Context: an optimization exercise on an open-source flow, tuned for small area, a short achievable clock period and few clock cycles. The choices shown serve that exercise and are no tape-out recipe.
Where RTL was checked, it was by simulation tests only, not by an equivalence proof against the original.
No activity file was given, so power comes from the tool's default toggle rates.

build 86:
## milestone1
module milestone1 (
		input logic CLOCK_50_I,
		input logic resetn,
		output logic SRAM_we_n,
		output logic [17:0] SRAM_address,
		output logic [15:0] SRAM_write_data,
		input logic [15:0] SRAM_read_data,
		input logic M1_enable,
		output logic M1_finish
);
clock: 14.0 ns
lec_check: 0
cap_margin: 20
core_margin: 2
core_utilization: 60
cts_cluster_diameter: 100
cts_cluster_size: 25
place_density: 0.75
slew_margin: 20
synth_hierarchical: 1
synth_minimum_keep_size: 0
run.sh (not shown) runs the stock make flow with config.mk's settings and CLKGATE_MAP_FILE= SYNTH_SCRIPT=/design/flow/synth_recipe.tcl, a recipe that flattens the netlist after the stock synthesis.
Testbench counts of build 86, summed over its fixed seeds: cycles 1,536,240.
[inputs] build 41 vs build 86
Settings: CORE_UTILIZATION changed from 60 to 40; PLACE_DENSITY changed from 0.75 to 0.6.
==> flow/flow/run.sh (new file) <==
#!/bin/bash
# Standard layout, with repair_timing asked for extra setup margin so that the
# optimiser works on paths well inside the design's clock period.
# Each step's full output goes to a log file of its own in this folder.
set -euo pipefail
MARGIN=${MARGIN:-10}
bash standard.sh synth > synth.log 2>&1
bash standard.sh SETUP_SLACK_MARGIN=$MARGIN finish > layout.log 2>&1
==> flow/standard.sh (new file) <==
#!/bin/bash
# synth_recipe.tcl (not shown) runs the flow's synth.tcl, then flattens the netlist and writes it again
# the make line also repeats each setting of config.mk as NAME=value (left out here)
make -C /OpenROAD-flow-scripts/flow DESIGN_CONFIG=/design/flow/config.mk WORK_HOME=/design/flow/orfs CLKGATE_MAP_FILE= SYNTH_SCRIPT=/design/flow/synth_recipe.tcl "${@:-finish}"
removed: flow/run.sh
### Flow results
Re via count of the first global-routing pass: build 41 is 174 down on build 86. In the flow results for build 86 and build 41, the final critical delay including setup and external delays is larger on build 86. Between build 86 and build 41, detailed-route wire length increased. Build 41 ended up with a higher final-stage net count than build 86 did. Build 86 -> build 41: total number of vias decreased slightly. Changes observed in build 41 relative to build 86: met2 capacity usage during global routing -14 points, number of gates resized after CTS now larger.
The following lists how build 49 was set up differently from build 41:
Settings: PLACE_DENSITY now 0.75, was 0.6; CORE_UTILIZATION now 60, was 40.
-- flow/flow/run.sh --
<<< build 41, line 5
set -euo pipefail
MARGIN=${MARGIN:-10}
bash standard.sh synth > synth.log 2>&1
>>> build 49, line 5
set -euo pipefail
MARGIN=${MARGIN:-10.1}
bash standard.sh synth > synth.log 2>&1
[summary]
- From build 41 to build 49 the numbers moved as follows: cell-internal power down 1.9%, floorplan die height dropped 18%, initial cell density of the core went up by 21 points, post-layout instance count excluding filler cells went down about 9%.
- Build 49 ends up with lower total power per unit cell area than build 41 does.
- Comparing build 49 and build 41, the lower shortest clock period the worst path allows after layout is on build 49.
- Largest stage delay on the critical path for build 49: 0.06 ns up relative to build 41
- Going from build 41 to build 49, the routed wire length was found to have gone up by 0.34%.

== the reference run ==
milestone1, a different RTL version from the one above (not shown whole).
Size in the first run: ~55 I/O pins, ~0.023 mm2 of cells after synthesis.
export LEC_CHECK = 0
export CAP_MARGIN = 20
export CORE_MARGIN = 2
export CORE_UTILIZATION = 40
export PLACE_DENSITY = 0.6
export SLEW_MARGIN = 20
export SYNTH_HIERARCHICAL = 1
export SYNTH_MINIMUM_KEEP_SIZE = 0
create_clock -name core_clock -period 14.0 [get_ports {CLOCK_50_I}]
Stock flow here: none of the scripts above is used.
diff inputs: the reference run => the trial run
==> flow/flow/run.sh (new file) <==
#!/bin/bash
# Standard layout, with repair_timing asked for extra setup margin so that the
# optimiser works on paths well inside the design's clock period.
# Each step's full output goes to a log file of its own in this folder.
set -euo pipefail
MARGIN=${MARGIN:-10}
bash standard.sh synth > synth.log 2>&1
bash standard.sh SETUP_SLACK_MARGIN=$MARGIN finish > layout.log 2>&1
==> flow/standard.sh (new file) <==
#!/bin/bash
# synth_recipe.tcl (not shown) runs the flow's synth.tcl, then flattens the netlist and writes it again
# the make line also repeats each setting of config.mk as NAME=value (left out here)
make -C /OpenROAD-flow-scripts/flow DESIGN_CONFIG=/design/flow/config.mk WORK_HOME=/design/flow/orfs CLKGATE_MAP_FILE= SYNTH_SCRIPT=/design/flow/synth_recipe.tcl "${@:-finish}"
removed: flow/run.sh
Notes after the runs:
The reference run has lower tightest hold margin than the trial run. Going from the reference run to the trial run, flip-flop and latch share of the layout cell area decreased by 0.17 points relative to the old numbers, routed wire length rose by about 0.9%. Setup slack in the trial run is larger than in the reference run.
No functional check of the RTL was part of any run of this note.

Setup of old:
RTL: one of the versions met above, not the one the previous note started from.
Size: ~360 flip-flops, roughly 55 I/O pins, about 23000 sq um of cells after synthesis.
==> flow/config.mk <==
export PLATFORM = sky130hd
export DESIGN_NAME = milestone1
export DESIGN_NICKNAME = milestone1
export VERILOG_FILES = /design/flow/design.v
export SDC_FILE = /design/flow/constraint.sdc
export NUM_CORES = 4
export LEC_CHECK = 0
export CAP_MARGIN = 20
export CORE_MARGIN = 2
export CORE_UTILIZATION = 50
export CTS_CLUSTER_DIAMETER = 100
export CTS_CLUSTER_SIZE = 25
export PLACE_DENSITY = 0.7
export SLEW_MARGIN = 20
export SYNTH_HIERARCHICAL = 1
export SYNTH_MINIMUM_KEEP_SIZE = 0
==> flow/constraint.sdc <==
create_clock -name core_clock -period 14.0 [get_ports {CLOCK_50_I}]
set_input_delay 2.8000 -clock core_clock [delete_from_list [all_inputs] [get_ports {CLOCK_50_I}]]
set_output_delay 2.8000 -clock core_clock [all_outputs]
set_load 0.01 [all_outputs]
standard.sh (not shown) runs the stock make flow with config.mk's settings and CLKGATE_MAP_FILE= SYNTH_SCRIPT=/design/flow/synth_recipe.tcl, a recipe that flattens the netlist after the stock synthesis.
==> flow/flow/run.sh <==
#!/bin/bash
# Standard layout, with repair_timing asked for extra setup margin so that the
# optimiser works on paths well inside the design's clock period.
# Each step's full output goes to a log file of its own in this folder.
set -euo pipefail
MARGIN=${MARGIN:-10.3}
bash standard.sh synth > synth.log 2>&1
bash standard.sh SETUP_SLACK_MARGIN=$MARGIN finish > layout.log 2>&1
Testbench counts of old, summed over its fixed seeds: cycles 1,536,240.
Edits applied to the flow inputs when going from old to new:
--- a/flow/config.mk
+++ b/flow/config.mk
@@ -9,6 +9,6 @@
 export CORE_MARGIN = 2
-export CORE_UTILIZATION = 50
+export CORE_UTILIZATION = 70
 export CTS_CLUSTER_DIAMETER = 100
 export CTS_CLUSTER_SIZE = 25
-export PLACE_DENSITY = 0.7
+export PLACE_DENSITY = 0.85
 export SLEW_MARGIN = 20
## What came out
Of new and old, it is new that has the higher worst setup timing slack at the placement stage. On final area, old tracks new almost exactly. Looking at old and new, the total sequential power is a wash. Total power of new is lower than that of old. new reports a lower count of clock-buffer cells in the layout than old does. Internal power consumption ended up about 2% lower on new than on old. Measured against new, the non-clock buffer count of old comes out at 0.832 times the reference value. The topmost layer with routed signal wires comes out met4 in one run and met5 in the other, namely in new and old respectively.

## harbor
Another version of the RTL of milestone1 (not shown whole).
For scale: ~2,000 cells after synthesis, ~340 flip-flops, about 23,000 sq um of cells after synthesis.
Settings: LEC_CHECK=0, CAP_MARGIN=20, CORE_MARGIN=2, CORE_UTILIZATION=40, PLACE_DENSITY=0.6, SLEW_MARGIN=20, SYNTH_HIERARCHICAL=1, SYNTH_MINIMUM_KEEP_SIZE=0; clock period 14.0 ns.
run.sh (not shown) runs the stock make flow with config.mk's settings and CLKGATE_MAP_FILE= SYNTH_SCRIPT=/design/flow/synth_recipe.tcl, a recipe that flattens the netlist after the stock synthesis.
Stock flow here: none of the scripts above is used.
What nickel does differently from harbor at the input level:
==> flow/flow/run.sh (new file) <==
#!/bin/bash
# Standard layout, with repair_timing asked for extra setup margin so that the
# optimiser works on paths well inside the design's clock period.
# Each step's full output goes to a log file of its own in this folder.
set -euo pipefail
MARGIN=${MARGIN:-10}
bash standard.sh synth > synth.log 2>&1
bash standard.sh SETUP_SLACK_MARGIN=$MARGIN finish > layout.log 2>&1
==> flow/standard.sh (new file) <==
#!/bin/bash
# synth_recipe.tcl (not shown) runs the flow's synth.tcl, then flattens the netlist and writes it again
# the make line also repeats each setting of config.mk as NAME=value (left out here)
make -C /OpenROAD-flow-scripts/flow DESIGN_CONFIG=/design/flow/config.mk WORK_HOME=/design/flow/orfs CLKGATE_MAP_FILE= SYNTH_SCRIPT=/design/flow/synth_recipe.tcl "${@:-finish}"
removed: flow/run.sh
Results
nickel ends up with a power that is 0.072 mW lower than in harbor. Between nickel and harbor, the share of synthesized flip-flops with an asynchronous set or reset does not differ in any meaningful way. In the metrics for harbor and nickel, the one carrying the lower via count is harbor. The clock skew of harbor and that of nickel are within noise of each other. Relative to harbor, the final area of nickel is higher by 4.3%. The clock network fraction of total power in nickel sits 1.5 points below the value recorded for harbor. Compared with harbor, in nickel final standard cell count with taps included and fillers excluded now sits higher, first-iteration detailed-routing DRC count fell 18.
No run of this note included a check of the RTL's function; only the layout flow was run.

lane 1:
Another version of the RTL of milestone1 (not shown whole).
Size: ~2000 cells after synthesis, ~380 flip-flops, ~55 I/O pins.
==> flow/design.v (excerpt) <==
module milestone1 (
		input logic CLOCK_50_I,
		input logic resetn,
		output logic SRAM_we_n,
		output logic [17:0] SRAM_address,
		output logic [15:0] SRAM_write_data,
		input logic [15:0] SRAM_read_data,
		input logic M1_enable,
		output logic M1_finish
);
clock: 14.0 ns
lec_check: 0
cap_margin: 20
core_margin: 2
core_utilization: 40
cts_cluster_diameter: 120
cts_cluster_size: 20
place_density: 0.6
slew_margin: 20
synth_hierarchical: 1
synth_minimum_keep_size: 0
standard.sh (not shown) runs the stock make flow with config.mk's settings and CLKGATE_MAP_FILE= SYNTH_SCRIPT=/design/flow/synth_recipe.tcl, a recipe that flattens the netlist after the stock synthesis.
==> flow/flow/run.sh <==
#!/bin/bash
# Standard layout, with repair_timing asked for extra setup margin so that the
# optimiser works on paths well inside the design's clock period.
# Each step's full output goes to a log file of its own in this folder.
set -euo pipefail
MARGIN=${MARGIN:-10}
bash standard.sh synth > synth.log 2>&1
bash standard.sh SETUP_SLACK_MARGIN=$MARGIN finish > layout.log 2>&1
Testbench counts of lane 1, summed over its fixed seeds: cycles 1,536,240.
Here is what was changed in the inputs of lane 2 compared with lane 1.
- CTS_CLUSTER_DIAMETER no longer set, was 120
- CTS_CLUSTER_SIZE no longer set, was 20
--- a/flow/flow/run.sh
+++ b/flow/flow/run.sh
@@ -6 +6 @@
-MARGIN=${MARGIN:-10}
+MARGIN=${MARGIN:-10.5}
--- outcome ---
- Every stage of the flow completed for lane 2, and the final layout passed the timing, DRC and antenna checks.
- From lane 1 to lane 2 the numbers moved as follows: routed wirelength normalized by instance count went down about 1.5%; via count of the first global-routing pass increased 127; maximum frequency comparable; worst endpoint data arrival time shows no meaningful change.
- Sequential share of layout area: lane 2 lower than lane 1
- Compared lane 1 against lane 2; final critical-path setup slack within noise.
- Relative to lane 1, leakage component of the power has increased by 0.72 nW in lane 2.
- In lane 2 the register-to-register slack turned out 0.39 ns higher than in lane 1.
- Diff lane 1..lane 2 | minimum clock period after layout | negligible
- Of the two candidates, lane 1 has the better via count and lane 2 the worse one.
- Compared to lane 1, the router laid down more metal wire for lane 2.

separate check: timing with driven ports:
No port has a modelled driver above. Below, the same layouts with a new extraction and two added sets of constraints.
Step 1, drivers: a clkbuf_16 drives CLOCK_50_I and a buf_2 each remaining input, both assumed.
Step 2 times the ports against the registers' clock, not the clock port: input delays grow and output delays shrink by t, the midpoint of the rising clock arrivals with the driver on.
Three values: ideal ports, drivers, drivers and shift; two values: the first two.
run | t, ns | setup slack, ns | clock arrival spread, ns | worst slew at a driven data input, ns
build 86 | 0.591 | 9.706 / 9.645 / 9.765 | 0.025 / 0.024 | 0.04
build 41 | 0.613 | 10.039 / 9.980 / 10.133 | 0.043 / 0.043 | 0.07
build 49 | 0.589 | 10.117 / 10.060 / 10.151 | 0.024 / 0.023 | 0.04
the reference run | 0.629 | 9.419 / 9.419 / 9.419 | 0.026 / 0.025 | 0.03
the trial run | 0.626 | 9.639 / 9.639 / 9.639 | 0.027 / 0.028 | 0.06
old | 0.599 | 10.108 / 10.053 / 10.154 | 0.016 / 0.016 | 0.05
new | 0.591 | 10.098 / 10.045 / 10.156 | 0.047 / 0.047 | 0.04
harbor | 0.611 | 9.158 / 9.158 / 9.158 | 0.029 / 0.029 | 0.07
nickel | 0.621 | 9.918 / 9.918 / 9.918 | 0.031 / 0.031 | 0.06
lane 1 | 0.618 | 10.006 / 9.948 / 10.189 | 0.032 / 0.032 | 0.03
lane 2 | 0.630 | 10.003 / 9.946 / 10.184 | 0.029 / 0.030 | 0.03
After both steps setup and hold are still met in every run listed.
